Source: an optimization exercise on an open RTL-to-GDS flow (aim: small area, a short achievable clock period and few clock cycles). Production flows keep margins and buffers that such runs may drop. Function was checked by simulation only, so behaviour that the tests miss may differ from the original. No activity file was given, so power comes from the tool's default toggle rates.

==> flow/design.v, too long to show whole: its modules and the start of the top module <==
// module riscv_alu: 119 lines
// module riscv_csr_regfile: 408 lines
// module riscv_csr: 220 lines
// module riscv_decoder: 182 lines
// module riscv_decode: 96 lines
// module riscv_divider: 90 lines
// module riscv_exec: 280 lines
// module riscv_fetch: 148 lines
// module riscv_lsu: 316 lines
// module riscv_lsu_fifo: 53 lines
// module riscv_mmu: 394 lines
// module riscv_multiplier: 79 lines
// module riscv_mul_csa: 68 lines
// module riscv_pipe_ctrl: 293 lines
// module riscv_regfile: 214 lines
// module riscv_issue: 355 lines
// module riscv_core: 543 lines
module riscv_core
#(
     parameter SUPPORT_MULDIV   = 1
    ,parameter SUPPORT_SUPER    = 0
    ,parameter SUPPORT_MMU      = 0
    ,parameter SUPPORT_LOAD_BYPASS = 1
    ,parameter SUPPORT_MUL_BYPASS = 1
    ,parameter SUPPORT_REGFILE_XILINX = 0
    ,parameter EXTRA_DECODE_STAGE = 0
    ,parameter MEM_CACHE_ADDR_MIN = 32'h80000000
    ,parameter MEM_CACHE_ADDR_MAX = 32'h8fffffff
)
(
     input           clk_i
    ,input           rst_i
    ,input  [ 31:0]  mem_d_data_rd_i
    ,input           mem_d_accept_i
    ,input           mem_d_ack_i
    ,input           mem_d_error_i
    ,input  [ 10:0]  mem_d_resp_tag_i
    ,input           mem_i_accept_i
    ,input           mem_i_valid_i
    ,input           mem_i_error_i
    ,input  [ 31:0]  mem_i_inst_i
    ,input           intr_i
    ,input  [ 31:0]  reset_vector_i
    ,input  [ 31:0]  cpu_id_i
    ,output [ 31:0]  mem_d_addr_o
    ,output [ 31:0]  mem_d_data_wr_o
    ,output          mem_d_rd_o
    ,output [  3:0]  mem_d_wr_o
    ,output          mem_d_cacheable_o
    ,output [ 10:0]  mem_d_req_tag_o
    ,output          mem_d_invalidate_o
    ,output          mem_d_writeback_o
    ,output          mem_d_flush_o
    ,output          mem_i_rd_o
    ,output          mem_i_flush_o
    ,output          mem_i_invalidate_o
    ,output [ 31:0]  mem_i_pc_o
);
  // ...
==> flow/run.sh <==
#!/bin/bash
# synth_recipe.tcl (not shown) runs the flow's synth.tcl, then flattens the netlist and writes it again
# the make line also repeats each setting of config.mk as NAME=value (left out here)
make -C /OpenROAD-flow-scripts/flow DESIGN_CONFIG=/design/flow/config.mk WORK_HOME=/design/flow/orfs CLKGATE_MAP_FILE= SYNTH_SCRIPT=/design/flow/synth_recipe.tcl finish
==> flow/config.mk <==
export PLATFORM = sky130hd
export DESIGN_NAME = riscv_core
export DESIGN_NICKNAME = riscv_core
export VERILOG_FILES = /design/flow/design.v
export SDC_FILE = /design/flow/constraint.sdc
export NUM_CORES = 8
export LEC_CHECK = 0
export CAP_MARGIN = 30
export CORE_MARGIN = 2
export CORE_UTILIZATION = 30
export GPL_ROUTABILITY_DRIVEN = 1
export SETUP_SLACK_MARGIN = 5
export SLEW_MARGIN = 30
==> flow/constraint.sdc <==
create_clock -name core_clock -period 13.0 [get_ports {clk_i}]
set_input_delay 2.6000 -clock core_clock [delete_from_list [all_inputs] [get_ports {clk_i}]]
set_output_delay 2.6000 -clock core_clock [all_outputs]
set_load 0.01 [all_outputs]
==> summary.md, run 1 <==
| Metric | Value |
|---|---|
| Layout cells sized above 1 | 11.9% |
| Top cells by area, synth | edfxtp_1 (34%), dfrtp_1 (8.8%), fa_1 (6.0%) |
| First-pass DRT Iterations | 13 |
| Worst-Skew Late Latency | 1040 ps |
| Post-route ant nets | 0 |
| Static Leak | 0.0684 uW |
| DRC | 0 |
| Comb. pwr | 8400 uW |
| I/O pins | 267 |
| Clock network area share | 5.11% |
| Largest registers | u_lsu.u_lsu_request.ram_q (72), u_fetch.skid_buffer_q (66), u_mul.sum_q (64) |
| Total CTS buffers | 274 |
| Filler Cell Count | 52200 |
| Fmax | 0.123 GHz |
| Gate Count Post-Synth | 15000 |
| Seq/total area | 38.7% |
| # setup viols final | 0 |
| Critical path depth in cells | 11 |
| DR WL met2 | 308000 um |
| Overflow after GRT | 0 |
| Largest cell class | multi-input combinational cells |
| Critical Path End Type | primary output |
| CTS Root Cell | clkbuf_16 |
| Post-Place Cells | 21500 |
| Std cell rows | 265 |
| Adder-cell area share of the yosys netlist | 9.93% |
| Comb_multi_in | 10600 |
| Most Crowded Layer GR | met2 |
| Core Area | 521000 um2 |
| Status | finished clean |
| Final WL | 767000 um |
| Multi-input gate area | 81700 um2 |
| Worst Path Buf+Inv | 2 |
| Sequential area share after synthesis | 44.3% |
| Worst setup startpoint | mem_i_inst_i[1] |
| Commonest cells in the netlist | edfxtp_1 (1763), nor2_1 (1301), nand2_1 (1011), clkbuf_1 (875), a22oi_1 (776) |
| Total die area | 528000 um2 |
| Die height | 727 um |
| Synthesis-to-finish area growth | 14.5% |
| Hold WC Path Type | reg2reg |
| Relative slew slack | 17.3% |
| Flop2flop setup slack | 5030 ps |
| Worst Setup Start Kind | input pin |
| Buffers excl. clock | 817 |
| Total Routing Usage GR | 27.7% |
Testbench counts, summed over its fixed seeds: cycles 592,794.
==> module riscv_divider, before the edit <==
module riscv_divider
(
     input           clk_i
    ,input           rst_i
    ,input           opcode_valid_i
    ,input  [ 31:0]  opcode_opcode_i
    ,input  [ 31:0]  opcode_pc_i
    ,input           opcode_invalid_i
    ,input  [  4:0]  opcode_rd_idx_i
    ,input  [  4:0]  opcode_ra_idx_i
    ,input  [  4:0]  opcode_rb_idx_i
    ,input  [ 31:0]  opcode_ra_operand_i
    ,input  [ 31:0]  opcode_rb_operand_i
    ,input  [ 31:0]  operand_a_e1_i         
    ,input  [ 31:0]  operand_b_e1_i
    ,output          writeback_valid_o
    ,output [ 31:0]  writeback_value_o
);
wire div_rem_inst_w     = ((opcode_opcode_i & 32'hfe00707f) == 32'h2004033)  ||
                          ((opcode_opcode_i & 32'hfe00707f) == 32'h2005033) ||
                          ((opcode_opcode_i & 32'hfe00707f) == 32'h2006033)  ||
                          ((opcode_opcode_i & 32'hfe00707f) == 32'h2007033);
wire signed_operation_w = ((opcode_opcode_i & 32'hfe00707f) == 32'h2004033) || ((opcode_opcode_i & 32'hfe00707f) == 32'h2006033);
wire div_operation_w    = ((opcode_opcode_i & 32'hfe00707f) == 32'h2004033) || ((opcode_opcode_i & 32'hfe00707f) == 32'h2005033);
wire div_start_w        = opcode_valid_i & div_rem_inst_w;
reg         busy_q;
reg         first_q;      
reg  [5:0]  cnt_q;        
reg         div_inst_q;
reg         signed_q;
reg         invert_res_q;
reg  [31:0] rem_q;        
reg  [31:0] nq_q;         
reg  [31:0] den_q;        
reg         valid_q;
reg  [31:0] wb_result_q;
wire div_complete_w = busy_q & (cnt_q == 6'd32);
wire [31:0] n_w   = ~first_q ? nq_q  : (signed_q && operand_a_e1_i[31]) ? (32'b0 - operand_a_e1_i) : operand_a_e1_i;
wire [31:0] d_w   = ~first_q ? den_q : (signed_q && operand_b_e1_i[31]) ? (32'b0 - operand_b_e1_i) : operand_b_e1_i;
wire [31:0] r_w   = first_q ? 32'b0 : rem_q;
wire [32:0] shl_w = {r_w, n_w[31]};
wire [33:0] sub_w = {1'b0, shl_w} - {2'b0, d_w};
wire        ge_w  = ~sub_w[33];
always @ (posedge clk_i or posedge rst_i)
if (rst_i)
begin
    busy_q       <= 1'b0;
    first_q      <= 1'b0;
    cnt_q        <= 6'd0;
    div_inst_q   <= 1'b0;
    signed_q     <= 1'b0;
    invert_res_q <= 1'b0;
end
else if (div_start_w)
begin
    busy_q       <= 1'b1;
    first_q      <= 1'b1;
    cnt_q        <= 6'd0;
    div_inst_q   <= div_operation_w;
    signed_q     <= signed_operation_w;
end
else if (div_complete_w)
    busy_q       <= 1'b0;
else if (busy_q)
begin
    if (first_q)
        invert_res_q <= signed_q && (div_inst_q ? ((operand_a_e1_i[31] != operand_b_e1_i[31]) && |operand_b_e1_i)
                                                : operand_a_e1_i[31]);
    first_q      <= 1'b0;
    cnt_q        <= cnt_q + 6'd1;
end
always @ (posedge clk_i)
if (busy_q && !div_complete_w)
begin
    rem_q <= ge_w ? sub_w[31:0] : shl_w[31:0];
    nq_q  <= {n_w[30:0], ge_w};
    den_q <= d_w;
end
wire [31:0] res_w = div_inst_q ? nq_q : rem_q;
always @ (posedge clk_i or posedge rst_i)
if (rst_i)
    valid_q <= 1'b0;
else
    valid_q <= div_complete_w;
always @ (posedge clk_i)
if (div_complete_w)
    wb_result_q <= invert_res_q ? (32'b0 - res_w) : res_w;
assign writeback_valid_o = valid_q;
assign writeback_value_o = wb_result_q;
endmodule
==> module riscv_multiplier, before the edit <==
module riscv_multiplier
(
     input           clk_i
    ,input           rst_i
    ,input           opcode_valid_i
    ,input  [ 31:0]  opcode_opcode_i
    ,input  [ 31:0]  opcode_pc_i
    ,input           opcode_invalid_i
    ,input  [  4:0]  opcode_rd_idx_i
    ,input  [  4:0]  opcode_ra_idx_i
    ,input  [  4:0]  opcode_rb_idx_i
    ,input  [ 31:0]  opcode_ra_operand_i
    ,input  [ 31:0]  opcode_rb_operand_i
    ,input           hold_i
    ,output [ 31:0]  writeback_value_o
);
localparam MULT_STAGES = 2;  
reg [32:0]   operand_a_e1_q;
reg [32:0]   operand_b_e1_q;
reg          mulhi_sel_e1_q;
reg  [32:0]  operand_b_r;
reg  [32:0]  operand_a_r;
reg  [31:0]  result_r;
wire mult_inst_w    = ((opcode_opcode_i & 32'hfe00707f) == 32'h2000033)        || 
                      ((opcode_opcode_i & 32'hfe00707f) == 32'h2001033)      ||
                      ((opcode_opcode_i & 32'hfe00707f) == 32'h2002033)  ||
                      ((opcode_opcode_i & 32'hfe00707f) == 32'h2003033);
always @ *
begin
    if ((opcode_opcode_i & 32'hfe00707f) == 32'h2002033)
        operand_a_r = {opcode_ra_operand_i[31], opcode_ra_operand_i[31:0]};
    else if ((opcode_opcode_i & 32'hfe00707f) == 32'h2001033)
        operand_a_r = {opcode_ra_operand_i[31], opcode_ra_operand_i[31:0]};
    else  
        operand_a_r = {1'b0, opcode_ra_operand_i[31:0]};
end
always @ *
begin
    if ((opcode_opcode_i & 32'hfe00707f) == 32'h2002033)
        operand_b_r = {1'b0, opcode_rb_operand_i[31:0]};
    else if ((opcode_opcode_i & 32'hfe00707f) == 32'h2001033)
        operand_b_r = {opcode_rb_operand_i[31], opcode_rb_operand_i[31:0]};
    else  
        operand_b_r = {1'b0, opcode_rb_operand_i[31:0]};
end
always @(posedge clk_i)
if (~hold_i)
begin
    operand_a_e1_q <= operand_a_r;
    operand_b_e1_q <= operand_b_r;
    mulhi_sel_e1_q <= ~((opcode_opcode_i & 32'hfe00707f) == 32'h2000033);
end
wire [63:0] csa_sum_w;
wire [63:0] csa_carry_w;
riscv_mul_csa
u_csa
(
     .a_i(operand_a_e1_q)
    ,.b_i(operand_b_e1_q)
    ,.sum_o(csa_sum_w)
    ,.carry_o(csa_carry_w)
);
reg  [63:0] sum_q;
reg  [63:0] carry_q;
reg         mulhi_sel_e2_q;
always @(posedge clk_i)
if (~hold_i)
begin
    sum_q          <= csa_sum_w;
    carry_q        <= csa_carry_w;
    mulhi_sel_e2_q <= mulhi_sel_e1_q;
end
wire [63:0] prod_w = sum_q + carry_q;
always @ *
begin
    result_r = mulhi_sel_e2_q ? prod_w[63:32] : prod_w[31:0];
end
assign writeback_value_o  = result_r;
endmodule
==> module riscv_pipe_ctrl, before the edit <==
module riscv_pipe_ctrl
#(
     parameter SUPPORT_LOAD_BYPASS = 1
    ,parameter SUPPORT_MUL_BYPASS  = 1
)
(
     input           clk_i
    ,input           rst_i
    ,input           issue_valid_i
    ,input           issue_accept_i
    ,input           issue_stall_i
    ,input           issue_lsu_i
    ,input           issue_csr_i
    ,input           issue_div_i
    ,input           issue_mul_i
    ,input           issue_branch_i
    ,input           issue_rd_valid_i
    ,input  [4:0]    issue_rd_i
    ,input  [5:0]    issue_exception_i
    ,input           take_interrupt_i
    ,input           branch_e1_taken_i       
    ,input [31:0]    branch_e1_target_i
    ,input [31:0]    issue_pc_i
    ,input [31:0]    issue_opcode_i
    ,input [31:0]    issue_operand_ra_i
    ,input [31:0]    issue_operand_rb_i
    ,input [31:0]    alu_result_e1_i
    ,input [ 31:0]   csr_result_value_e1_i
    ,input           csr_result_write_e1_i
    ,input [ 31:0]   csr_result_wdata_e1_i
    ,input [  5:0]   csr_result_exception_e1_i
    ,output          load_e1_o
    ,output          store_e1_o
    ,output          mul_e1_o
    ,output          branch_e1_o
    ,output [  4:0]  rd_e1_o
    ,output [31:0]   pc_e1_o
    ,output [31:0]   opcode_e1_o
    ,output [31:0]   operand_ra_e1_o
    ,output [31:0]   operand_rb_e1_o
    ,input           mem_complete_i
    ,input [31:0]    mem_result_e2_i
    ,input  [5:0]    mem_exception_e2_i
    ,input [31:0]    mul_result_e2_i
    ,output          load_e2_o
    ,output          mul_e2_o
    ,output [  4:0]  rd_e2_o
    ,output [31:0]   result_e2_o
    ,input           div_complete_i
    ,input  [31:0]   div_result_i
    ,output          valid_wb_o
    ,output          csr_wb_o
    ,output [  4:0]  rd_wb_o
    ,output [31:0]   result_wb_o
    ,output [31:0]   pc_wb_o
    ,output [31:0]   opcode_wb_o
    ,output [31:0]   operand_ra_wb_o
    ,output [31:0]   operand_rb_wb_o
    ,output [5:0]    exception_wb_o
    ,output          csr_write_wb_o
    ,output [11:0]   csr_waddr_wb_o
    ,output [31:0]   csr_wdata_wb_o
    ,output          stall_o
    ,output          squash_e1_e2_o
    ,input           squash_e1_e2_i
    ,input           squash_wb_i
);
wire squash_e1_e2_w;
reg                     valid_e1_q;
reg [10-1:0]     ctrl_e1_q;
reg [31:0]              pc_e1_q;
reg [31:0]              opcode_e1_q;
reg [31:0]              operand_ra_e1_q;
reg [31:0]              operand_rb_e1_q;
reg [6-1:0]  exception_e1_q;
always @ (posedge clk_i or posedge rst_i)
if (rst_i)
begin
    valid_e1_q      <= 1'b0;
    ctrl_e1_q       <= 10'b0;
    exception_e1_q  <= 6'b0;
end
else if (issue_stall_i)
    ;
else if ((issue_valid_i && issue_accept_i) && ~(squash_e1_e2_o || squash_e1_e2_i))
begin
    valid_e1_q                  <= 1'b1;
    ctrl_e1_q[0]      <= ~(issue_lsu_i | issue_csr_i | issue_div_i | issue_mul_i);
    ctrl_e1_q[1]     <= issue_lsu_i &  issue_rd_valid_i & ~take_interrupt_i;  
    ctrl_e1_q[2]    <= issue_lsu_i & ~issue_rd_valid_i & ~take_interrupt_i;
    ctrl_e1_q[3]      <= issue_csr_i & ~take_interrupt_i;
    ctrl_e1_q[4]      <= issue_div_i & ~take_interrupt_i;
    ctrl_e1_q[5]      <= issue_mul_i & ~take_interrupt_i;
    ctrl_e1_q[6]   <= issue_branch_i & ~take_interrupt_i;
    ctrl_e1_q[7] <= issue_rd_valid_i & ~take_interrupt_i;
    ctrl_e1_q[8]     <= take_interrupt_i;
    ctrl_e1_q[9] <= 1'b1;
    exception_e1_q  <= issue_exception_i;
end
else
begin
    valid_e1_q      <= 1'b0;
    ctrl_e1_q       <= 10'b0;
    exception_e1_q  <= 6'b0;
end
always @ (posedge clk_i)
if (!issue_stall_i)
begin
    pc_e1_q         <= issue_pc_i;
    opcode_e1_q     <= issue_opcode_i;
    operand_ra_e1_q <= issue_operand_ra_i;
    operand_rb_e1_q <= issue_operand_rb_i;
end
wire                    branch_misaligned_e1_w = valid_e1_q && branch_e1_taken_i && (branch_e1_target_i[1:0] != 2'b0);
wire [6-1:0] exception_e1_w = (|exception_e1_q)      ? exception_e1_q :
                                         branch_misaligned_e1_w ? 6'h10 : 6'b0;
wire   alu_e1_w        = ctrl_e1_q[0];
assign load_e1_o       = ctrl_e1_q[1];
assign store_e1_o      = ctrl_e1_q[2];
wire   csr_e1_w        = ctrl_e1_q[3];
wire   div_e1_w        = ctrl_e1_q[4];
assign mul_e1_o        = ctrl_e1_q[5];
assign branch_e1_o     = ctrl_e1_q[6];
assign rd_e1_o         = {5{ctrl_e1_q[7]}} & opcode_e1_q[11:7];
assign pc_e1_o         = pc_e1_q;
assign opcode_e1_o     = opcode_e1_q;
assign operand_ra_e1_o = operand_ra_e1_q;
assign operand_rb_e1_o = operand_rb_e1_q;
reg                     valid_e2_q;
reg [10-1:0]     ctrl_e2_q;
reg                     csr_wr_e2_q;
reg [31:0]              csr_wdata_e2_q;
reg [31:0]              result_e2_q;
reg [31:0]              pc_e2_q;
reg [31:0]              opcode_e2_q;
reg [31:0]              operand_ra_e2_q;
reg [31:0]              operand_rb_e2_q;
reg [6-1:0]  exception_e2_q;
always @ (posedge clk_i or posedge rst_i)
if (rst_i)
begin
    valid_e2_q      <= 1'b0;
    ctrl_e2_q       <= 10'b0;
    csr_wr_e2_q     <= 1'b0;
    exception_e2_q  <= 6'b0;
end
else if (issue_stall_i)
    ;
else if (squash_e1_e2_o || squash_e1_e2_i)
begin
    valid_e2_q      <= 1'b0;
    ctrl_e2_q       <= 10'b0;
    csr_wr_e2_q     <= 1'b0;
    exception_e2_q  <= 6'b0;
end
else
begin
    valid_e2_q      <= valid_e1_q;
    ctrl_e2_q       <= ctrl_e1_q;
    csr_wr_e2_q     <= csr_result_write_e1_i;
    if (ctrl_e1_q[8])
        exception_e2_q  <= 6'h20;
    else if (|exception_e1_w)
    begin
        valid_e2_q      <= 1'b0;
        exception_e2_q  <= exception_e1_w;
    end
    else
        exception_e2_q  <= csr_result_exception_e1_i;
end
always @ (posedge clk_i)
if (!issue_stall_i)
begin
    csr_wdata_e2_q  <= csr_result_wdata_e1_i;
    pc_e2_q         <= pc_e1_q;
    opcode_e2_q     <= opcode_e1_q;
    operand_ra_e2_q <= operand_ra_e1_q;
    operand_rb_e2_q <= operand_rb_e1_q;
    if (ctrl_e1_q[4])
        result_e2_q <= div_result_i;
    else if (ctrl_e1_q[3])
        result_e2_q <= csr_result_value_e1_i;
    else
        result_e2_q <= alu_result_e1_i;
end
reg [31:0] result_e2_r;
wire valid_e2_w      = valid_e2_q & ~issue_stall_i;
always @ *
begin
    result_e2_r = result_e2_q;
    if (SUPPORT_LOAD_BYPASS && valid_e2_w && (ctrl_e2_q[1] || ctrl_e2_q[2]))
        result_e2_r = mem_result_e2_i;
    else if (SUPPORT_MUL_BYPASS && valid_e2_w && ctrl_e2_q[5])
        result_e2_r = mul_result_e2_i;
end
wire   load_store_e2_w = ctrl_e2_q[1] | ctrl_e2_q[2];
assign load_e2_o       = ctrl_e2_q[1];
assign mul_e2_o        = ctrl_e2_q[5];
assign rd_e2_o         = {5{(valid_e2_w && ctrl_e2_q[7] && ~stall_o)}} & opcode_e2_q[11:7];
assign result_e2_o     = result_e2_r;
assign stall_o         = (ctrl_e1_q[4] && ~div_complete_i) || ((ctrl_e2_q[1] | ctrl_e2_q[2]) & ~mem_complete_i);
reg [6-1:0] exception_e2_r;
always @ *
begin
    if (valid_e2_q && (ctrl_e2_q[1] || ctrl_e2_q[2]) && mem_complete_i)
        exception_e2_r = mem_exception_e2_i;
    else
        exception_e2_r = exception_e2_q;
end
assign squash_e1_e2_w = |exception_e2_r;
reg squash_e1_e2_q;
always @ (posedge clk_i or posedge rst_i)
if (rst_i)
    squash_e1_e2_q <= 1'b0;
else if (~issue_stall_i)
    squash_e1_e2_q <= squash_e1_e2_w;
assign squash_e1_e2_o = squash_e1_e2_w | squash_e1_e2_q;
reg                     valid_wb_q;
reg [10-1:0]     ctrl_wb_q;
reg                     csr_wr_wb_q;
reg [31:0]              csr_wdata_wb_q;
reg [31:0]              result_wb_q;
reg [31:0]              pc_wb_q;
reg [31:0]              opcode_wb_q;
reg [31:0]              operand_ra_wb_q;
reg [31:0]              operand_rb_wb_q;
reg [6-1:0]  exception_wb_q;
always @ (posedge clk_i or posedge rst_i)
if (rst_i)
begin
    valid_wb_q      <= 1'b0;
    ctrl_wb_q       <= 10'b0;
    csr_wr_wb_q     <= 1'b0;
    exception_wb_q  <= 6'b0;
end
else if (issue_stall_i)
    ;
else if (squash_wb_i)
begin
    valid_wb_q      <= 1'b0;
    ctrl_wb_q       <= 10'b0;
    csr_wr_wb_q     <= 1'b0;
    exception_wb_q  <= 6'b0;
end
else
begin
    case (exception_e2_r)
    6'h14,
    6'h15,
    6'h16,
    6'h17,
    6'h1d,
    6'h1f:
        valid_wb_q      <= 1'b0;
    default:
        valid_wb_q      <= valid_e2_q;
    endcase
    csr_wr_wb_q     <= csr_wr_e2_q;   
    if (|exception_e2_r)
        ctrl_wb_q       <= ctrl_e2_q & ~(1 << 7);
    else
        ctrl_wb_q       <= ctrl_e2_q;
    exception_wb_q  <= exception_e2_r;
end
always @ (posedge clk_i)
if (!issue_stall_i)
begin
    csr_wdata_wb_q  <= csr_wdata_e2_q;
    pc_wb_q         <= pc_e2_q;
    opcode_wb_q     <= opcode_e2_q;
    operand_ra_wb_q <= operand_ra_e2_q;
    operand_rb_wb_q <= operand_rb_e2_q;
    if (valid_e2_w && (ctrl_e2_q[1] || ctrl_e2_q[2]))
        result_wb_q <= mem_result_e2_i;
    else if (valid_e2_w && ctrl_e2_q[5])
        result_wb_q <= mul_result_e2_i;
    else
        result_wb_q <= result_e2_q;
end
wire complete_wb_w     = ctrl_wb_q[9] & ~issue_stall_i;
assign valid_wb_o      = valid_wb_q & ~issue_stall_i;
assign csr_wb_o        = ctrl_wb_q[3] & ~issue_stall_i;  
assign rd_wb_o         = {5{(valid_wb_o && ctrl_wb_q[7] && ~stall_o)}} & opcode_wb_q[11:7];
assign result_wb_o     = result_wb_q;
assign pc_wb_o         = pc_wb_q;
assign opcode_wb_o     = opcode_wb_q;
assign operand_ra_wb_o = operand_ra_wb_q;
assign operand_rb_wb_o = operand_rb_wb_q;
assign exception_wb_o  = exception_wb_q;
assign csr_write_wb_o  = csr_wr_wb_q;
assign csr_waddr_wb_o  = opcode_wb_q[31:20];
assign csr_wdata_wb_o  = csr_wdata_wb_q;
endmodule
==> module riscv_core, before the edit <==
module riscv_core
#(
     parameter SUPPORT_MULDIV   = 1
    ,parameter SUPPORT_SUPER    = 0
    ,parameter SUPPORT_MMU      = 0
    ,parameter SUPPORT_LOAD_BYPASS = 1
    ,parameter SUPPORT_MUL_BYPASS = 1
    ,parameter SUPPORT_REGFILE_XILINX = 0
    ,parameter EXTRA_DECODE_STAGE = 0
    ,parameter MEM_CACHE_ADDR_MIN = 32'h80000000
    ,parameter MEM_CACHE_ADDR_MAX = 32'h8fffffff
)
(
     input           clk_i
    ,input           rst_i
    ,input  [ 31:0]  mem_d_data_rd_i
    ,input           mem_d_accept_i
    ,input           mem_d_ack_i
    ,input           mem_d_error_i
    ,input  [ 10:0]  mem_d_resp_tag_i
    ,input           mem_i_accept_i
    ,input           mem_i_valid_i
    ,input           mem_i_error_i
    ,input  [ 31:0]  mem_i_inst_i
    ,input           intr_i
    ,input  [ 31:0]  reset_vector_i
    ,input  [ 31:0]  cpu_id_i
    ,output [ 31:0]  mem_d_addr_o
    ,output [ 31:0]  mem_d_data_wr_o
    ,output          mem_d_rd_o
    ,output [  3:0]  mem_d_wr_o
    ,output          mem_d_cacheable_o
    ,output [ 10:0]  mem_d_req_tag_o
    ,output          mem_d_invalidate_o
    ,output          mem_d_writeback_o
    ,output          mem_d_flush_o
    ,output          mem_i_rd_o
    ,output          mem_i_flush_o
    ,output          mem_i_invalidate_o
    ,output [ 31:0]  mem_i_pc_o
);
wire           mmu_lsu_writeback_w;
wire  [  1:0]  fetch_in_priv_w;
wire  [  4:0]  mul_opcode_rd_idx_w;
wire           mmu_flush_w;
wire  [ 31:0]  lsu_opcode_pc_w;
wire           fetch_accept_w;
wire  [  4:0]  csr_opcode_rd_idx_w;
wire  [ 31:0]  branch_exec_source_w;
wire  [ 31:0]  csr_opcode_rb_operand_w;
wire  [ 31:0]  writeback_div_value_w;
wire           csr_opcode_valid_w;
wire           branch_csr_request_w;
wire  [ 31:0]  mmu_ifetch_inst_w;
wire  [ 31:0]  opcode_pc_w;
wire  [  4:0]  opcode_rb_idx_w;
wire           mmu_lsu_error_w;
wire           mul_opcode_valid_w;
wire           mmu_mxr_w;
wire  [  1:0]  branch_d_exec_priv_w;
wire           mmu_ifetch_valid_w;
wire           csr_opcode_invalid_w;
wire  [  5:0]  csr_writeback_exception_w;
wire           fetch_instr_mul_w;
wire           branch_exec_is_ret_w;
wire  [ 31:0]  csr_writeback_exception_addr_w;
wire  [  3:0]  mmu_lsu_wr_w;
wire           fetch_in_fault_w;
wire           branch_request_w;
wire  [ 31:0]  csr_opcode_pc_w;
wire           writeback_mem_valid_w;
wire  [  5:0]  csr_result_e1_exception_w;
wire  [ 31:0]  branch_csr_pc_w;
wire  [ 31:0]  mmu_lsu_data_wr_w;
wire           fetch_fault_page_w;
wire  [ 10:0]  mmu_lsu_resp_tag_w;
wire  [ 10:0]  mmu_lsu_req_tag_w;
wire  [ 31:0]  opcode_ra_operand_w;
wire           squash_decode_w;
wire           fetch_dec_fault_page_w;
wire  [ 31:0]  mul_opcode_opcode_w;
wire           exec_hold_w;
wire           fetch_instr_invalid_w;
wire  [ 31:0]  branch_pc_w;
wire  [  4:0]  mul_opcode_ra_idx_w;
wire  [  4:0]  csr_opcode_rb_idx_w;
wire           lsu_stall_w;
wire           branch_exec_is_not_taken_w;
wire  [ 31:0]  branch_exec_pc_w;
wire  [ 31:0]  opcode_opcode_w;
wire  [ 31:0]  mul_opcode_pc_w;
wire           branch_d_exec_request_w;
wire  [ 31:0]  mul_opcode_ra_operand_w;
wire           branch_exec_is_taken_w;
wire           fetch_dec_fault_fetch_w;
wire           fetch_dec_valid_w;
wire           fetch_fault_fetch_w;
wire           lsu_opcode_invalid_w;
wire  [ 31:0]  mmu_lsu_addr_w;
wire           mul_hold_w;
wire           mmu_ifetch_accept_w;
wire           mmu_lsu_ack_w;
wire  [ 31:0]  fetch_pc_w;
wire           mmu_ifetch_invalidate_w;
wire  [ 31:0]  mul_opcode_rb_operand_w;
wire  [  1:0]  branch_csr_priv_w;
wire           branch_exec_request_w;
wire  [ 31:0]  lsu_opcode_ra_operand_w;
wire           div_opcode_valid_w;
wire  [  1:0]  branch_priv_w;
wire           mmu_lsu_rd_w;
wire  [ 31:0]  fetch_dec_pc_w;
wire           interrupt_inhibit_w;
wire           mmu_ifetch_error_w;
wire  [  5:0]  writeback_mem_exception_w;
wire           fetch_instr_lsu_w;
wire  [  1:0]  mmu_priv_d_w;
wire  [  4:0]  opcode_ra_idx_w;
wire  [ 31:0]  csr_opcode_ra_operand_w;
wire  [ 31:0]  writeback_mem_value_w;
wire           writeback_div_valid_w;
wire  [  4:0]  mul_opcode_rb_idx_w;
wire           opcode_invalid_w;
wire           fetch_instr_branch_w;
wire  [ 31:0]  mmu_ifetch_pc_w;
wire           mmu_ifetch_rd_w;
wire           mmu_ifetch_flush_w;
wire  [  4:0]  lsu_opcode_rd_idx_w;
wire  [ 31:0]  lsu_opcode_opcode_w;
wire           mmu_load_fault_w;
wire  [ 31:0]  mmu_satp_w;
wire  [ 31:0]  csr_result_e1_wdata_w;
wire  [ 31:0]  opcode_rb_operand_w;
wire           mmu_lsu_invalidate_w;
wire           fetch_dec_accept_w;
wire  [  4:0]  csr_opcode_ra_idx_w;
wire           ifence_w;
wire           fetch_instr_exec_w;
wire  [  4:0]  opcode_rd_idx_w;
wire  [ 31:0]  csr_writeback_wdata_w;
wire           csr_writeback_write_w;
wire           take_interrupt_w;
wire  [ 31:0]  csr_result_e1_value_w;
wire  [ 31:0]  branch_d_exec_pc_w;
wire           fetch_valid_w;
wire  [ 11:0]  csr_writeback_waddr_w;
wire           branch_exec_is_jmp_w;
wire           mmu_lsu_cacheable_w;
wire           fetch_instr_csr_w;
wire           lsu_opcode_valid_w;
wire  [ 31:0]  fetch_dec_instr_w;
wire           csr_result_e1_write_w;
wire  [ 31:0]  csr_opcode_opcode_w;
wire           fetch_instr_div_w;
wire  [ 31:0]  fetch_instr_w;
wire           mul_opcode_invalid_w;
wire           fetch_instr_rd_valid_w;
wire  [ 31:0]  mmu_lsu_data_rd_w;
wire           exec_opcode_valid_w;
wire  [ 31:0]  writeback_mul_value_w;
wire           mmu_lsu_flush_w;
wire  [  4:0]  lsu_opcode_rb_idx_w;
wire           mmu_lsu_accept_w;
wire  [ 31:0]  lsu_opcode_rb_operand_w;
wire           mmu_sum_w;
wire  [ 31:0]  writeback_exec_value_w;
wire  [  4:0]  lsu_opcode_ra_idx_w;
wire  [ 31:0]  csr_writeback_exception_pc_w;
wire           mmu_store_fault_w;
wire           branch_exec_is_call_w;
wire           branch_e1_fire_w;
wire           branch_e1_taken_w;
wire  [ 31:0]  branch_e1_pc_w;
wire  [ 31:0]  exec_operand_a_e1_w;
wire  [ 31:0]  fetch_instr_raw_w;
wire           opcode_fault_w;
wire  [ 31:0]  exec_operand_b_e1_w;
riscv_exec
u_exec
(
     .clk_i(clk_i)
    ,.rst_i(rst_i)
    ,.opcode_valid_i(exec_opcode_valid_w)
    ,.opcode_opcode_i(opcode_opcode_w)
    ,.opcode_pc_i(opcode_pc_w)
    ,.opcode_invalid_i(opcode_invalid_w)
    ,.opcode_rd_idx_i(opcode_rd_idx_w)
    ,.opcode_ra_idx_i(opcode_ra_idx_w)
    ,.opcode_rb_idx_i(opcode_rb_idx_w)
    ,.opcode_ra_operand_i(opcode_ra_operand_w)
    ,.opcode_rb_operand_i(opcode_rb_operand_w)
    ,.hold_i(exec_hold_w)
    ,.opcode_fault_i(opcode_fault_w)
    ,.branch_e1_fire_o(branch_e1_fire_w)
    ,.branch_e1_taken_o(branch_e1_taken_w)
    ,.branch_e1_pc_o(branch_e1_pc_w)
    ,.operand_a_e1_o(exec_operand_a_e1_w)
    ,.operand_b_e1_o(exec_operand_b_e1_w)
    ,.writeback_value_o(writeback_exec_value_w)
);
riscv_decode
#(
     .EXTRA_DECODE_STAGE(EXTRA_DECODE_STAGE)
    ,.SUPPORT_MULDIV(SUPPORT_MULDIV)
)
u_decode
(
     .clk_i(clk_i)
    ,.rst_i(rst_i)
    ,.fetch_in_valid_i(fetch_dec_valid_w)
    ,.fetch_in_instr_i(fetch_dec_instr_w)
    ,.fetch_in_pc_i(fetch_dec_pc_w)
    ,.fetch_in_fault_fetch_i(fetch_dec_fault_fetch_w)
    ,.fetch_in_fault_page_i(fetch_dec_fault_page_w)
    ,.fetch_out_accept_i(fetch_accept_w)
    ,.squash_decode_i(squash_decode_w)
    ,.fetch_in_accept_o(fetch_dec_accept_w)
    ,.fetch_out_valid_o(fetch_valid_w)
    ,.fetch_out_instr_o(fetch_instr_w)
    ,.fetch_out_pc_o(fetch_pc_w)
    ,.fetch_out_fault_fetch_o(fetch_fault_fetch_w)
    ,.fetch_out_fault_page_o(fetch_fault_page_w)
    ,.fetch_out_instr_exec_o(fetch_instr_exec_w)
    ,.fetch_out_instr_lsu_o(fetch_instr_lsu_w)
    ,.fetch_out_instr_branch_o(fetch_instr_branch_w)
    ,.fetch_out_instr_mul_o(fetch_instr_mul_w)
    ,.fetch_out_instr_div_o(fetch_instr_div_w)
    ,.fetch_out_instr_csr_o(fetch_instr_csr_w)
    ,.fetch_out_instr_rd_valid_o(fetch_instr_rd_valid_w)
    ,.fetch_out_instr_invalid_o(fetch_instr_invalid_w)
    ,.fetch_out_instr_raw_o(fetch_instr_raw_w)
);
riscv_mmu
#(
     .MEM_CACHE_ADDR_MAX(MEM_CACHE_ADDR_MAX)
    ,.SUPPORT_MMU(SUPPORT_MMU)
    ,.MEM_CACHE_ADDR_MIN(MEM_CACHE_ADDR_MIN)
)
u_mmu
(
     .clk_i(clk_i)
    ,.rst_i(rst_i)
    ,.priv_d_i(mmu_priv_d_w)
    ,.sum_i(mmu_sum_w)
    ,.mxr_i(mmu_mxr_w)
    ,.flush_i(mmu_flush_w)
    ,.satp_i(mmu_satp_w)
    ,.fetch_in_rd_i(mmu_ifetch_rd_w)
    ,.fetch_in_flush_i(mmu_ifetch_flush_w)
    ,.fetch_in_invalidate_i(mmu_ifetch_invalidate_w)
    ,.fetch_in_pc_i(mmu_ifetch_pc_w)
    ,.fetch_in_priv_i(fetch_in_priv_w)
    ,.fetch_out_accept_i(mem_i_accept_i)
    ,.fetch_out_valid_i(mem_i_valid_i)
    ,.fetch_out_error_i(mem_i_error_i)
    ,.fetch_out_inst_i(mem_i_inst_i)
    ,.lsu_in_addr_i(mmu_lsu_addr_w)
    ,.lsu_in_data_wr_i(mmu_lsu_data_wr_w)
    ,.lsu_in_rd_i(mmu_lsu_rd_w)
    ,.lsu_in_wr_i(mmu_lsu_wr_w)
    ,.lsu_in_cacheable_i(mmu_lsu_cacheable_w)
    ,.lsu_in_req_tag_i(mmu_lsu_req_tag_w)
    ,.lsu_in_invalidate_i(mmu_lsu_invalidate_w)
    ,.lsu_in_writeback_i(mmu_lsu_writeback_w)
    ,.lsu_in_flush_i(mmu_lsu_flush_w)
    ,.lsu_out_data_rd_i(mem_d_data_rd_i)
    ,.lsu_out_accept_i(mem_d_accept_i)
    ,.lsu_out_ack_i(mem_d_ack_i)
    ,.lsu_out_error_i(mem_d_error_i)
    ,.lsu_out_resp_tag_i(mem_d_resp_tag_i)
    ,.fetch_in_accept_o(mmu_ifetch_accept_w)
    ,.fetch_in_valid_o(mmu_ifetch_valid_w)
    ,.fetch_in_error_o(mmu_ifetch_error_w)
    ,.fetch_in_inst_o(mmu_ifetch_inst_w)
    ,.fetch_out_rd_o(mem_i_rd_o)
    ,.fetch_out_flush_o(mem_i_flush_o)
    ,.fetch_out_invalidate_o(mem_i_invalidate_o)
    ,.fetch_out_pc_o(mem_i_pc_o)
    ,.fetch_in_fault_o(fetch_in_fault_w)
    ,.lsu_in_data_rd_o(mmu_lsu_data_rd_w)
    ,.lsu_in_accept_o(mmu_lsu_accept_w)
    ,.lsu_in_ack_o(mmu_lsu_ack_w)
    ,.lsu_in_error_o(mmu_lsu_error_w)
    ,.lsu_in_resp_tag_o(mmu_lsu_resp_tag_w)
    ,.lsu_out_addr_o(mem_d_addr_o)
    ,.lsu_out_data_wr_o(mem_d_data_wr_o)
    ,.lsu_out_rd_o(mem_d_rd_o)
    ,.lsu_out_wr_o(mem_d_wr_o)
    ,.lsu_out_cacheable_o(mem_d_cacheable_o)
    ,.lsu_out_req_tag_o(mem_d_req_tag_o)
    ,.lsu_out_invalidate_o(mem_d_invalidate_o)
    ,.lsu_out_writeback_o(mem_d_writeback_o)
    ,.lsu_out_flush_o(mem_d_flush_o)
    ,.lsu_in_load_fault_o(mmu_load_fault_w)
    ,.lsu_in_store_fault_o(mmu_store_fault_w)
);
riscv_lsu
#(
     .MEM_CACHE_ADDR_MAX(MEM_CACHE_ADDR_MAX)
    ,.MEM_CACHE_ADDR_MIN(MEM_CACHE_ADDR_MIN)
)
u_lsu
(
     .clk_i(clk_i)
    ,.rst_i(rst_i)
    ,.opcode_valid_i(lsu_opcode_valid_w)
    ,.opcode_opcode_i(lsu_opcode_opcode_w)
    ,.opcode_pc_i(lsu_opcode_pc_w)
    ,.opcode_invalid_i(lsu_opcode_invalid_w)
    ,.opcode_rd_idx_i(lsu_opcode_rd_idx_w)
    ,.opcode_ra_idx_i(lsu_opcode_ra_idx_w)
    ,.opcode_rb_idx_i(lsu_opcode_rb_idx_w)
    ,.opcode_ra_operand_i(lsu_opcode_ra_operand_w)
    ,.opcode_rb_operand_i(lsu_opcode_rb_operand_w)
    ,.mem_data_rd_i(mmu_lsu_data_rd_w)
    ,.mem_accept_i(mmu_lsu_accept_w)
    ,.mem_ack_i(mmu_lsu_ack_w)
    ,.mem_error_i(mmu_lsu_error_w)
    ,.mem_resp_tag_i(mmu_lsu_resp_tag_w)
    ,.mem_load_fault_i(mmu_load_fault_w)
    ,.mem_store_fault_i(mmu_store_fault_w)
    ,.mem_addr_o(mmu_lsu_addr_w)
    ,.mem_data_wr_o(mmu_lsu_data_wr_w)
    ,.mem_rd_o(mmu_lsu_rd_w)
    ,.mem_wr_o(mmu_lsu_wr_w)
    ,.mem_cacheable_o(mmu_lsu_cacheable_w)
    ,.mem_req_tag_o(mmu_lsu_req_tag_w)
    ,.mem_invalidate_o(mmu_lsu_invalidate_w)
    ,.mem_writeback_o(mmu_lsu_writeback_w)
    ,.mem_flush_o(mmu_lsu_flush_w)
    ,.writeback_valid_o(writeback_mem_valid_w)
    ,.writeback_value_o(writeback_mem_value_w)
    ,.writeback_exception_o(writeback_mem_exception_w)
    ,.stall_o(lsu_stall_w)
);
riscv_csr
#(
     .SUPPORT_SUPER(SUPPORT_SUPER)
    ,.SUPPORT_MULDIV(SUPPORT_MULDIV)
)
u_csr
(
     .clk_i(clk_i)
    ,.rst_i(rst_i)
    ,.intr_i(intr_i)
    ,.opcode_valid_i(csr_opcode_valid_w)
    ,.opcode_opcode_i(csr_opcode_opcode_w)
    ,.opcode_pc_i(csr_opcode_pc_w)
    ,.opcode_invalid_i(csr_opcode_invalid_w)
    ,.opcode_rd_idx_i(csr_opcode_rd_idx_w)
    ,.opcode_ra_idx_i(csr_opcode_ra_idx_w)
    ,.opcode_rb_idx_i(csr_opcode_rb_idx_w)
    ,.opcode_ra_operand_i(csr_opcode_ra_operand_w)
    ,.opcode_rb_operand_i(csr_opcode_rb_operand_w)
    ,.csr_writeback_write_i(csr_writeback_write_w)
    ,.csr_writeback_waddr_i(csr_writeback_waddr_w)
    ,.csr_writeback_wdata_i(csr_writeback_wdata_w)
    ,.csr_writeback_exception_i(csr_writeback_exception_w)
    ,.csr_writeback_exception_pc_i(csr_writeback_exception_pc_w)
    ,.csr_writeback_exception_addr_i(csr_writeback_exception_addr_w)
    ,.cpu_id_i(cpu_id_i)
    ,.reset_vector_i(reset_vector_i)
    ,.interrupt_inhibit_i(interrupt_inhibit_w)
    ,.csr_result_e1_value_o(csr_result_e1_value_w)
    ,.csr_result_e1_write_o(csr_result_e1_write_w)
    ,.csr_result_e1_wdata_o(csr_result_e1_wdata_w)
    ,.csr_result_e1_exception_o(csr_result_e1_exception_w)
    ,.branch_csr_request_o(branch_csr_request_w)
    ,.branch_csr_pc_o(branch_csr_pc_w)
    ,.branch_csr_priv_o(branch_csr_priv_w)
    ,.take_interrupt_o(take_interrupt_w)
    ,.ifence_o(ifence_w)
    ,.mmu_priv_d_o(mmu_priv_d_w)
    ,.mmu_sum_o(mmu_sum_w)
    ,.mmu_mxr_o(mmu_mxr_w)
    ,.mmu_flush_o(mmu_flush_w)
    ,.mmu_satp_o(mmu_satp_w)
);
riscv_multiplier
u_mul
(
     .clk_i(clk_i)
    ,.rst_i(rst_i)
    ,.opcode_valid_i(mul_opcode_valid_w)
    ,.opcode_opcode_i(mul_opcode_opcode_w)
    ,.opcode_pc_i(mul_opcode_pc_w)
    ,.opcode_invalid_i(mul_opcode_invalid_w)
    ,.opcode_rd_idx_i(mul_opcode_rd_idx_w)
    ,.opcode_ra_idx_i(mul_opcode_ra_idx_w)
    ,.opcode_rb_idx_i(mul_opcode_rb_idx_w)
    ,.opcode_ra_operand_i(mul_opcode_ra_operand_w)
    ,.opcode_rb_operand_i(mul_opcode_rb_operand_w)
    ,.hold_i(mul_hold_w)
    ,.writeback_value_o(writeback_mul_value_w)
);
riscv_divider
u_div
(
     .clk_i(clk_i)
    ,.rst_i(rst_i)
    ,.opcode_valid_i(div_opcode_valid_w)
    ,.opcode_opcode_i(csr_opcode_opcode_w)
    ,.opcode_pc_i(opcode_pc_w)
    ,.opcode_invalid_i(opcode_invalid_w)
    ,.opcode_rd_idx_i(opcode_rd_idx_w)
    ,.opcode_ra_idx_i(opcode_ra_idx_w)
    ,.opcode_rb_idx_i(opcode_rb_idx_w)
    ,.opcode_ra_operand_i(opcode_ra_operand_w)
    ,.opcode_rb_operand_i(opcode_rb_operand_w)
    ,.operand_a_e1_i(exec_operand_a_e1_w)
    ,.operand_b_e1_i(exec_operand_b_e1_w)
    ,.writeback_valid_o(writeback_div_valid_w)
    ,.writeback_value_o(writeback_div_value_w)
);
riscv_issue
#(
     .SUPPORT_REGFILE_XILINX(SUPPORT_REGFILE_XILINX)
    ,.SUPPORT_LOAD_BYPASS(SUPPORT_LOAD_BYPASS)
    ,.SUPPORT_MULDIV(SUPPORT_MULDIV)
    ,.SUPPORT_MUL_BYPASS(SUPPORT_MUL_BYPASS)
    ,.SUPPORT_DUAL_ISSUE(1)
)
u_issue
(
     .clk_i(clk_i)
    ,.rst_i(rst_i)
    ,.fetch_valid_i(fetch_valid_w)
    ,.fetch_instr_i(fetch_instr_w)
    ,.fetch_pc_i(fetch_pc_w)
    ,.fetch_fault_fetch_i(fetch_fault_fetch_w)
    ,.fetch_fault_page_i(fetch_fault_page_w)
    ,.fetch_instr_exec_i(fetch_instr_exec_w)
    ,.fetch_instr_lsu_i(fetch_instr_lsu_w)
    ,.fetch_instr_branch_i(fetch_instr_branch_w)
    ,.fetch_instr_mul_i(fetch_instr_mul_w)
    ,.fetch_instr_div_i(fetch_instr_div_w)
    ,.fetch_instr_csr_i(fetch_instr_csr_w)
    ,.fetch_instr_rd_valid_i(fetch_instr_rd_valid_w)
    ,.fetch_instr_invalid_i(fetch_instr_invalid_w)
    ,.fetch_instr_raw_i(fetch_instr_raw_w)
    ,.branch_e1_taken_i(branch_e1_taken_w)
    ,.branch_e1_pc_i(branch_e1_pc_w)
    ,.branch_csr_request_i(branch_csr_request_w)
    ,.branch_csr_pc_i(branch_csr_pc_w)
    ,.branch_csr_priv_i(branch_csr_priv_w)
    ,.writeback_exec_value_i(writeback_exec_value_w)
    ,.writeback_mem_valid_i(writeback_mem_valid_w)
    ,.writeback_mem_value_i(writeback_mem_value_w)
    ,.writeback_mem_exception_i(writeback_mem_exception_w)
    ,.writeback_mul_value_i(writeback_mul_value_w)
    ,.writeback_div_valid_i(writeback_div_valid_w)
    ,.writeback_div_value_i(writeback_div_value_w)
    ,.csr_result_e1_value_i(csr_result_e1_value_w)
    ,.csr_result_e1_write_i(csr_result_e1_write_w)
    ,.csr_result_e1_wdata_i(csr_result_e1_wdata_w)
    ,.csr_result_e1_exception_i(csr_result_e1_exception_w)
    ,.lsu_stall_i(lsu_stall_w)
    ,.take_interrupt_i(take_interrupt_w)
    ,.fetch_accept_o(fetch_accept_w)
    ,.branch_request_o(branch_request_w)
    ,.branch_pc_o(branch_pc_w)
    ,.branch_priv_o(branch_priv_w)
    ,.exec_opcode_valid_o(exec_opcode_valid_w)
    ,.lsu_opcode_valid_o(lsu_opcode_valid_w)
    ,.csr_opcode_valid_o(csr_opcode_valid_w)
    ,.mul_opcode_valid_o(mul_opcode_valid_w)
    ,.div_opcode_valid_o(div_opcode_valid_w)
    ,.opcode_opcode_o(opcode_opcode_w)
    ,.opcode_fault_o(opcode_fault_w)
    ,.opcode_pc_o(opcode_pc_w)
    ,.opcode_invalid_o(opcode_invalid_w)
    ,.opcode_rd_idx_o(opcode_rd_idx_w)
    ,.opcode_ra_idx_o(opcode_ra_idx_w)
    ,.opcode_rb_idx_o(opcode_rb_idx_w)
    ,.opcode_ra_operand_o(opcode_ra_operand_w)
    ,.opcode_rb_operand_o(opcode_rb_operand_w)
    ,.lsu_opcode_opcode_o(lsu_opcode_opcode_w)
    ,.lsu_opcode_pc_o(lsu_opcode_pc_w)
    ,.lsu_opcode_invalid_o(lsu_opcode_invalid_w)
    ,.lsu_opcode_rd_idx_o(lsu_opcode_rd_idx_w)
    ,.lsu_opcode_ra_idx_o(lsu_opcode_ra_idx_w)
    ,.lsu_opcode_rb_idx_o(lsu_opcode_rb_idx_w)
    ,.lsu_opcode_ra_operand_o(lsu_opcode_ra_operand_w)
    ,.lsu_opcode_rb_operand_o(lsu_opcode_rb_operand_w)
    ,.mul_opcode_opcode_o(mul_opcode_opcode_w)
    ,.mul_opcode_pc_o(mul_opcode_pc_w)
    ,.mul_opcode_invalid_o(mul_opcode_invalid_w)
    ,.mul_opcode_rd_idx_o(mul_opcode_rd_idx_w)
    ,.mul_opcode_ra_idx_o(mul_opcode_ra_idx_w)
    ,.mul_opcode_rb_idx_o(mul_opcode_rb_idx_w)
    ,.mul_opcode_ra_operand_o(mul_opcode_ra_operand_w)
    ,.mul_opcode_rb_operand_o(mul_opcode_rb_operand_w)
    ,.csr_opcode_opcode_o(csr_opcode_opcode_w)
    ,.csr_opcode_pc_o(csr_opcode_pc_w)
    ,.csr_opcode_invalid_o(csr_opcode_invalid_w)
    ,.csr_opcode_rd_idx_o(csr_opcode_rd_idx_w)
    ,.csr_opcode_ra_idx_o(csr_opcode_ra_idx_w)
    ,.csr_opcode_rb_idx_o(csr_opcode_rb_idx_w)
    ,.csr_opcode_ra_operand_o(csr_opcode_ra_operand_w)
    ,.csr_opcode_rb_operand_o(csr_opcode_rb_operand_w)
    ,.csr_writeback_write_o(csr_writeback_write_w)
    ,.csr_writeback_waddr_o(csr_writeback_waddr_w)
    ,.csr_writeback_wdata_o(csr_writeback_wdata_w)
    ,.csr_writeback_exception_o(csr_writeback_exception_w)
    ,.csr_writeback_exception_pc_o(csr_writeback_exception_pc_w)
    ,.csr_writeback_exception_addr_o(csr_writeback_exception_addr_w)
    ,.exec_hold_o(exec_hold_w)
    ,.mul_hold_o(mul_hold_w)
    ,.interrupt_inhibit_o(interrupt_inhibit_w)
);
riscv_fetch
#(
     .SUPPORT_MMU(SUPPORT_MMU)
)
u_fetch
(
     .clk_i(clk_i)
    ,.rst_i(rst_i)
    ,.fetch_accept_i(fetch_dec_accept_w)
    ,.icache_accept_i(mmu_ifetch_accept_w)
    ,.icache_valid_i(mmu_ifetch_valid_w)
    ,.icache_error_i(mmu_ifetch_error_w)
    ,.icache_inst_i(mmu_ifetch_inst_w)
    ,.icache_page_fault_i(fetch_in_fault_w)
    ,.fetch_invalidate_i(ifence_w)
    ,.branch_request_i(branch_request_w)
    ,.branch_pc_i(branch_pc_w)
    ,.branch_priv_i(branch_priv_w)
    ,.branch_e1_i(branch_e1_fire_w)
    ,.branch_e1_pc_i(branch_e1_pc_w)
    ,.fetch_valid_o(fetch_dec_valid_w)
    ,.fetch_instr_o(fetch_dec_instr_w)
    ,.fetch_pc_o(fetch_dec_pc_w)
    ,.fetch_fault_fetch_o(fetch_dec_fault_fetch_w)
    ,.fetch_fault_page_o(fetch_dec_fault_page_w)
    ,.icache_rd_o(mmu_ifetch_rd_w)
    ,.icache_flush_o(mmu_ifetch_flush_w)
    ,.icache_invalidate_o(mmu_ifetch_invalidate_w)
    ,.icache_pc_o(mmu_ifetch_pc_w)
    ,.icache_priv_o(fetch_in_priv_w)
    ,.squash_decode_o(squash_decode_w)
);
endmodule
==> inputs of run 2 (changes only) <==
--- a/flow/design.v
+++ b/flow/design.v
@@ -1057,10 +1057,9 @@
 reg  [31:0] rem_q;        
 reg  [31:0] nq_q;         
-reg  [31:0] den_q;        
 reg         valid_q;
 reg  [31:0] wb_result_q;
 wire div_complete_w = busy_q & (cnt_q == 6'd32);
 wire [31:0] n_w   = ~first_q ? nq_q  : (signed_q && operand_a_e1_i[31]) ? (32'b0 - operand_a_e1_i) : operand_a_e1_i;
-wire [31:0] d_w   = ~first_q ? den_q : (signed_q && operand_b_e1_i[31]) ? (32'b0 - operand_b_e1_i) : operand_b_e1_i;
+wire [31:0] d_w   = (signed_q && operand_b_e1_i[31]) ? (32'b0 - operand_b_e1_i) : operand_b_e1_i;
 wire [31:0] r_w   = first_q ? 32'b0 : rem_q;
 wire [32:0] shl_w = {r_w, n_w[31]};
@@ -1100,5 +1099,4 @@
     rem_q <= ge_w ? sub_w[31:0] : shl_w[31:0];
     nq_q  <= {n_w[30:0], ge_w};
-    den_q <= d_w;
 end
 wire [31:0] res_w = div_inst_q ? nq_q : rem_q;
@@ -2319,4 +2317,6 @@
     ,input  [ 31:0]  opcode_rb_operand_i
     ,input           hold_i
+    ,input  [ 31:0]  operand_a_e1_i         
+    ,input  [ 31:0]  operand_b_e1_i
     ,output [ 31:0]  writeback_value_o
 );
@@ -2332,29 +2332,18 @@
                       ((opcode_opcode_i & 32'hfe00707f) == 32'h2002033)  ||
                       ((opcode_opcode_i & 32'hfe00707f) == 32'h2003033);
-always @ *
-begin
-    if ((opcode_opcode_i & 32'hfe00707f) == 32'h2002033)
-        operand_a_r = {opcode_ra_operand_i[31], opcode_ra_operand_i[31:0]};
-    else if ((opcode_opcode_i & 32'hfe00707f) == 32'h2001033)
-        operand_a_r = {opcode_ra_operand_i[31], opcode_ra_operand_i[31:0]};
-    else  
-        operand_a_r = {1'b0, opcode_ra_operand_i[31:0]};
-end
-always @ *
-begin
-    if ((opcode_opcode_i & 32'hfe00707f) == 32'h2002033)
-        operand_b_r = {1'b0, opcode_rb_operand_i[31:0]};
-    else if ((opcode_opcode_i & 32'hfe00707f) == 32'h2001033)
-        operand_b_r = {opcode_rb_operand_i[31], opcode_rb_operand_i[31:0]};
-    else  
-        operand_b_r = {1'b0, opcode_rb_operand_i[31:0]};
-end
+reg a_signed_e1_q;
+reg b_signed_e1_q;
 always @(posedge clk_i)
 if (~hold_i)
 begin
-    operand_a_e1_q <= operand_a_r;
-    operand_b_e1_q <= operand_b_r;
+    a_signed_e1_q  <= ((opcode_opcode_i & 32'hfe00707f) == 32'h2002033) || ((opcode_opcode_i & 32'hfe00707f) == 32'h2001033);
+    b_signed_e1_q  <= ((opcode_opcode_i & 32'hfe00707f) == 32'h2001033);
     mulhi_sel_e1_q <= ~((opcode_opcode_i & 32'hfe00707f) == 32'h2000033);
 end
+always @ *
+begin
+    operand_a_e1_q = {a_signed_e1_q & operand_a_e1_i[31], operand_a_e1_i};
+    operand_b_e1_q = {b_signed_e1_q & operand_b_e1_i[31], operand_b_e1_i};
+end
 wire [63:0] csa_sum_w;
 wire [63:0] csa_carry_w;
@@ -2642,7 +2631,7 @@
 begin
     result_e2_r = result_e2_q;
-    if (SUPPORT_LOAD_BYPASS && valid_e2_w && (ctrl_e2_q[1] || ctrl_e2_q[2]))
+    if (SUPPORT_LOAD_BYPASS && valid_e2_q && (ctrl_e2_q[1] || ctrl_e2_q[2]))
         result_e2_r = mem_result_e2_i;
-    else if (SUPPORT_MUL_BYPASS && valid_e2_w && ctrl_e2_q[5])
+    else if (SUPPORT_MUL_BYPASS && valid_e2_q && ctrl_e2_q[5])
         result_e2_r = mul_result_e2_i;
 end
@@ -2650,5 +2639,5 @@
 assign load_e2_o       = ctrl_e2_q[1];
 assign mul_e2_o        = ctrl_e2_q[5];
-assign rd_e2_o         = {5{(valid_e2_w && ctrl_e2_q[7] && ~stall_o)}} & opcode_e2_q[11:7];
+assign rd_e2_o         = {5{(valid_e2_q && ctrl_e2_q[7])}} & opcode_e2_q[11:7];
 assign result_e2_o     = result_e2_r;
 assign stall_o         = (ctrl_e1_q[4] && ~div_complete_i) || ((ctrl_e2_q[1] | ctrl_e2_q[2]) & ~mem_complete_i);
@@ -2734,5 +2723,5 @@
 assign valid_wb_o      = valid_wb_q & ~issue_stall_i;
 assign csr_wb_o        = ctrl_wb_q[3] & ~issue_stall_i;  
-assign rd_wb_o         = {5{(valid_wb_o && ctrl_wb_q[7] && ~stall_o)}} & opcode_wb_q[11:7];
+assign rd_wb_o         = {5{(valid_wb_q && ctrl_wb_q[7])}} & opcode_wb_q[11:7];
 assign result_wb_o     = result_wb_q;
 assign pc_wb_o         = pc_wb_q;
@@ -3707,4 +3696,6 @@
     ,.opcode_rb_operand_i(mul_opcode_rb_operand_w)
     ,.hold_i(mul_hold_w)
+    ,.operand_a_e1_i(exec_operand_a_e1_w)
+    ,.operand_b_e1_i(exec_operand_b_e1_w)
     ,.writeback_value_o(writeback_mul_value_w)
 );
==> flow/flow/run.sh (new file) <==
#!/bin/bash
# Layout flow: the standard flow, with the input/output port buffers
# made from sky130_fd_sc_hd__buf_4 (the standard flow's buffer_ports
# picks a delay cell, clkdlybuf4s50_1, which is slow on the port paths).
# The tools' output goes to standard.log in this folder.
set -euo pipefail
export BUFFER_PORTS_ARGS="-buffer_cell sky130_fd_sc_hd__buf_4"
bash standard.sh finish > standard.log 2>&1
==> flow/standard.sh (new file) <==
#!/bin/bash
# synth_recipe.tcl (not shown) runs the flow's synth.tcl, then flattens the netlist and writes it again
# the make line also repeats each setting of config.mk as NAME=value (left out here)
make -C /OpenROAD-flow-scripts/flow DESIGN_CONFIG=/design/flow/config.mk WORK_HOME=/design/flow/orfs CLKGATE_MAP_FILE= SYNTH_SCRIPT=/design/flow/synth_recipe.tcl "${@:-finish}"
--- a/flow/config.mk
+++ b/flow/config.mk
@@ -8,5 +8,5 @@
 export CAP_MARGIN = 30
 export CORE_MARGIN = 2
-export CORE_UTILIZATION = 30
+export CORE_UTILIZATION = 55
 export GPL_ROUTABILITY_DRIVEN = 1
 export SETUP_SLACK_MARGIN = 5
removed: flow/run.sh
==> run 2 against run 1 <==
Register-to-register slack improved by 140 ps; non-clock buffer count decreased by 21; critical endpoint unchanged; die area fell by 46%; clock skew fell by 12 ps; combinational power decreased by 57%; area after synthesis decreased by 2.2%; first-iteration DRC count is 12% higher; critical path depth is 2 higher.
==> summary.md, run 2 <==
| Metric | Value |
|---|---|
| First-pass GRT wire length | 1060000 um (was 1040000 um) |
| Critical path required time | 10400 ps (about the same) |
| Max IR drop VDD | 0.000136 V (was 0.000166 V) |
| Largest registers | u_lsu.u_lsu_request.ram_q (72), u_fetch.skid_buffer_q (66), u_mul.sum_q (64) (unchanged) |
| Post-Synth Simple-Gate Area | 11.3% (was 11.2%) |
| Commonest non-fill, non-tap cell in the layout | edfxtp_1 (unchanged) |
| Largest net degree at the start of global routing | 177 (was 153) |
| Status | finished clean (unchanged) |
| First-pass DRT Iterations | 15 (was 13) |
| Synthesis Warnings | 15 (unchanged) |
| Largest area contributor in the netlist | edfxtp_1 (unchanged) |
| I/O Buffers | 237 (unchanged) |
| Sequential area share after synthesis | 43.4% (was 44.3%) |
| Most frequent cells in the layout | edfxtp_1 (1667), nor2_1 (1073), nand2_1 (1031) (was edfxtp_1 (1763), nor2_1 (1225), nand2_1 (1000)) |
| Sinks on the clock net | 2350 (was 2446) |
| Synthesized area | 153000 um2 (was 157000 um2) |
| Clock Power Share | 37.5% (was 31.1%) |
| Sw Share | 30.1% (was 35.5%) |
| Clock Path Buffers | 4 (unchanged) |
| Period utilisation layout | 62.1% (was 62.3%) |
| Overflow after GRT | 0 (unchanged) |
| Layout cells sized above 1 | 12.6% (was 11.9%) |
| Drt first-iter violations | 31500 (was 28100) |
| CP delay by family, top | buffers and inverters (was compound AO/OA/AOI/OAI gates) |
| Largest register FFs | 72 (unchanged) |
| Total die area | 283000 um2 (was 528000 um2) |
| Filler Cell Count | 22600 (was 52200) |
| Post-route ant nets | 0 (unchanged) |
| Initial cell density of the core | 55.4% (was 30.1%) |
| Vias in the first global route | 133000 (was 129000) |
| Final WL | 780000 um (was 767000 um) |
| #FFs+latches synth | 2350 (was 2446) |
| Relative slew slack | 16.8% (was 17.3%) |
| MaxCap Viol Count | 0 (unchanged) |
| Vias post-DR | 146000 (was 141000) |
| Worst clock skew | 155 ps (was 168 ps) |
| Commonest cells in the netlist | edfxtp_1 (1667), nor2_1 (1102), nand2_1 (1044), clkbuf_1 (871), a22oi_1 (851) (was edfxtp_1 (1763), nor2_1 (1301), nand2_1 (1011), clkbuf_1 (875), a22oi_1 (776)) |
| Fmax | 0.124 GHz (was 0.123 GHz) |
| Ys async rst share | 23.5% (was 22.6%) |
| HPWL after detailed placement | 524000 um (was 521000 um) |
| Setup TNS | 0 ps (unchanged) |
| Internal power | 13900 uW (was 16900 uW) |
| Final GP Congestion | 1.10 (was 1.06) |
| Std cell rows | 193 (was 265) |
| Initial antenna violation count | 99 (was 89) |
| Worst-path fanout max | 12 (was 7) |
| # setup viols final | 0 (unchanged) |
| Total CTS buffers | 244 (was 274) |
| Post-layout minimum cycle time | 8070 ps (was 8100 ps) |
| Combinational share of power | 18.3% (was 32.1%) |
| Worst-Skew Late Latency | 1030 ps (was 1040 ps) |
| Max-slew violation count | 0 (unchanged) |
| EDFF count, synth | 1667 (was 1763) |
| H-tree level count | 4 (was 5) |
| Hold WC Path Type | reg2reg (unchanged) |
| Total Routing Usage GR | 53.2% (was 27.7%) |
| Yosys top cell area share | 32.7% (was 33.8%) |
| Die height | 532 um (was 727 um) |
| Fin nets | 15900 (was 16000) |
| Final Hold Viols | 0 (unchanged) |
| Fraction of synthesized area in multiplexers | 4.60% (was 5.25%) |
| CP Class | reg2out (was in2out) |
| Top cells by area, synth | edfxtp_1 (33%), dfrtp_1 (9.0%), fa_1 (6.1%) (was edfxtp_1 (34%), dfrtp_1 (8.8%), fa_1 (6.0%)) |
| NetSw | 5990 uW (was 9270 uW) |
| Worst Tran Pin Value | 1240 ps (was 1220 ps) |
| I/O pins | 267 (unchanged) |
| Worst Path Buf+Inv | 4 (was 2) |
| Slowest stage delay, CP | 830 ps (was 420 ps) |
| Critical Path AT | 5470 ps (was 5500 ps) |
| Clock-pin slew on the worst setup and hold paths | 60 ps (was 70 ps) |
| Crit path cell chain | inv_1 > ha_1 > inv_1 > a21o_1 > nand2_1 > o2111ai_1 > a211oi_2 > buf_4 > mux2_2 > a21o_2 > and4_4 > nor2_1 > buf_4 (was dlygate4sd2_1 > and3b_2 > o221a_4 > and2_2 > nand2_4 > a41o_4 > o41ai_4 > a31oi_4 > and2_4 > nor2_1 > clkbuf_2) |
| Adder-cell area share of the yosys netlist | 10.3% (was 9.93%) |
| Die width | 532 um (was 727 um) |
| Worst Setup Start Kind | flop (was input pin) |
| Largest Register | u_lsu.u_lsu_request.ram_q (unchanged) |
| Syn Area/Cell | 10.3 um2 (was 10.5 um2) |
| Core Area | 277000 um2 (was 521000 um2) |
| Drt wl/cell | 41.6 um (was 34.6 um) |
| CTS tree | yes (unchanged) |
| Slowest cell on the critical path | edfxtp_1 (was o41ai_4) |
| Via density per instance | 7.78 (was 6.36) |
| Largest family of logic cells by synthesized area | compound AO/OA/AOI/OAI gates (unchanged) |
| Post-synthesis xor/xnor area fraction | 4.99% (was 5.26%) |
| Prevailing post-synth register cell | edfxtp_1 (unchanged) |
| Critical Path End Type | primary output (unchanged) |
| CTS Root Cell | clkbuf_16 (unchanged) |
| Gate Count Post-Synth | 14900 (was 15000) |
| Most common cell in the netlist | edfxtp_1 (unchanged) |
| Synthesis-to-finish area growth | 10.9% (was 14.5%) |
| P per Cell Area | 117 nW/um2 (was 146 nW/um2) |
| Hold buffer count at CTS | 0 (unchanged) |
| Distinct cells, synth | 108 (was 110) |
| Unrepaired setup endpoints after global routing | no (was yes) |
| DRC | 0 (unchanged) |
| Seq pwr share | 44.2% (was 36.8%) |
| Hold slack final | 380 ps (was 388 ps) |
| Static Leak | 0.0644 uW (was 0.0684 uW) |
| Post-synthesis compound-gate area fraction | 20.3% (was 19.2%) |
## run 2: power groups by stage
stage	combinational, uW	sequential (uW)	clock (uW)
finish	3640	8800	7470
global route	3740	8810	7690
CTS	3400	8770	7390
detailed placement	3370	8930	0
global placement	3300	8910	0
floorplan	2080	8780	0
## run 2: final cells by class
cell class	instances	area, um2	share of cell area [%]
clock inverter	146	1730	1.02
timing repair buffer	796	6530	3.84
sequential	2350	66500	39.2
clock buffer	302	6570	3.87
multi-input combinational	10600	80800	47.6
tap	3705	4640	2.73
antenna	91	228	0.134
inverter	752	2870	1.69
## run 2: repair_timing
action,in CTS,in global routing
cloned,0,2
endpoints found under the setup margin,2,3
pin swaps,2,4
gates resized for setup,47,52
setup buffers,14,19
## run 2: kinds of logic after synthesis
group,after synthesis
xor gates and xnor gates,873
adders and majority gates,984
DFF,2350
AOI/OAI and AO/OA,4462
buffers and inverters,1939
and+or+nand+nor,3699
muxes,578
other,1
## run 2: final timing paths
| kind | endpoint | cells past startpoint | slack, ps | from |
|---|---|---|---|---|
| min reg2reg | u_issue.u_pipe_ctrl.csr_wdata_wb_q[14] | 0 | 380 | u_issue.u_pipe_ctrl.csr_wdata_e2_q[14] |
| max reg2reg | u_lsu.rb_q[26] | 17 | 5170 | u_fetch.skid_valid_q |
| min | u_issue.u_pipe_ctrl.csr_wdata_wb_q[14] | 0 | 380 | u_issue.u_pipe_ctrl.csr_wdata_e2_q[14] |
| max in group asynchronous | u_lsu.u_lsu_request.rd_ptr_q | 5 | 9090 | rst_i |
| min in group asynchronous | u_csr.u_csrfile.csr_mcycle_h_q[22] | 2 | 1720 | rst_i |
| max | mem_i_rd_o | 13 | 4930 | u_exec.alu_b_q[15] |
## run 2: routing by layer
layer	global-route usage, %	part of all wire, %
met1	65.4	33
met2	70.8	39
met3	27.1	18
met4	38.8	9.9
met5	2.58	0.16
## run 2: through the flow
stage | cell area (um2) | setup WS [ps] | utilization (%) | instances | power (uW)
3_3_place_gp | 160000 | 4120 | 57.8 | 18200 | 12200
5_1_grt | 170000 | 5000 | 61.3 | 18700 | 20200
2_1_floorplan | 153000 | 2880 | - | 14900 | 10900
6_report | 170000 | 4930 | 61.4 | 18800 | 19900
3_5_place_dp | 160000 | 4180 | 57.9 | 18200 | 12300
4_1_cts | 169000 | 4960 | 61.0 | 18600 | 19600
Testbench counts of run 2, summed over its fixed seeds: cycles 592,794.

## afterwards: timing with drivers on the ports
The flow's constraints put no driver on any port. The routed layouts listed below were extracted and timed again, unchanged, in two steps. Step 1: set_driving_cell puts a clkbuf_16 on clk_i and a buf_2 on each other input, an assumption about the parent block. Step 2 moves the port delays by t, midway between the first and last clock arrival at a register: inputs arrive t later, outputs are due t later. That takes back most of the time a late clock gives input paths. a / b / c = ideal ports / drivers / drivers and shift; a / b = the first two.
| run | t, ns | setup WS [ns] | hold WS [ns] |
|---|---|---|---|
| run 1 | 1.097 | 4.900 / 4.744 / 3.965 | 0.388 / 0.388 / 0.388 |
| run 2 | 1.065 | 4.928 / 4.812 / 4.035 | 0.380 / 0.380 / 0.380 |
After both steps every run listed still meets setup and hold. The setup slack of run 1, which loses most, moves by -0.156 ns with the drivers and by -0.935 ns with both steps.
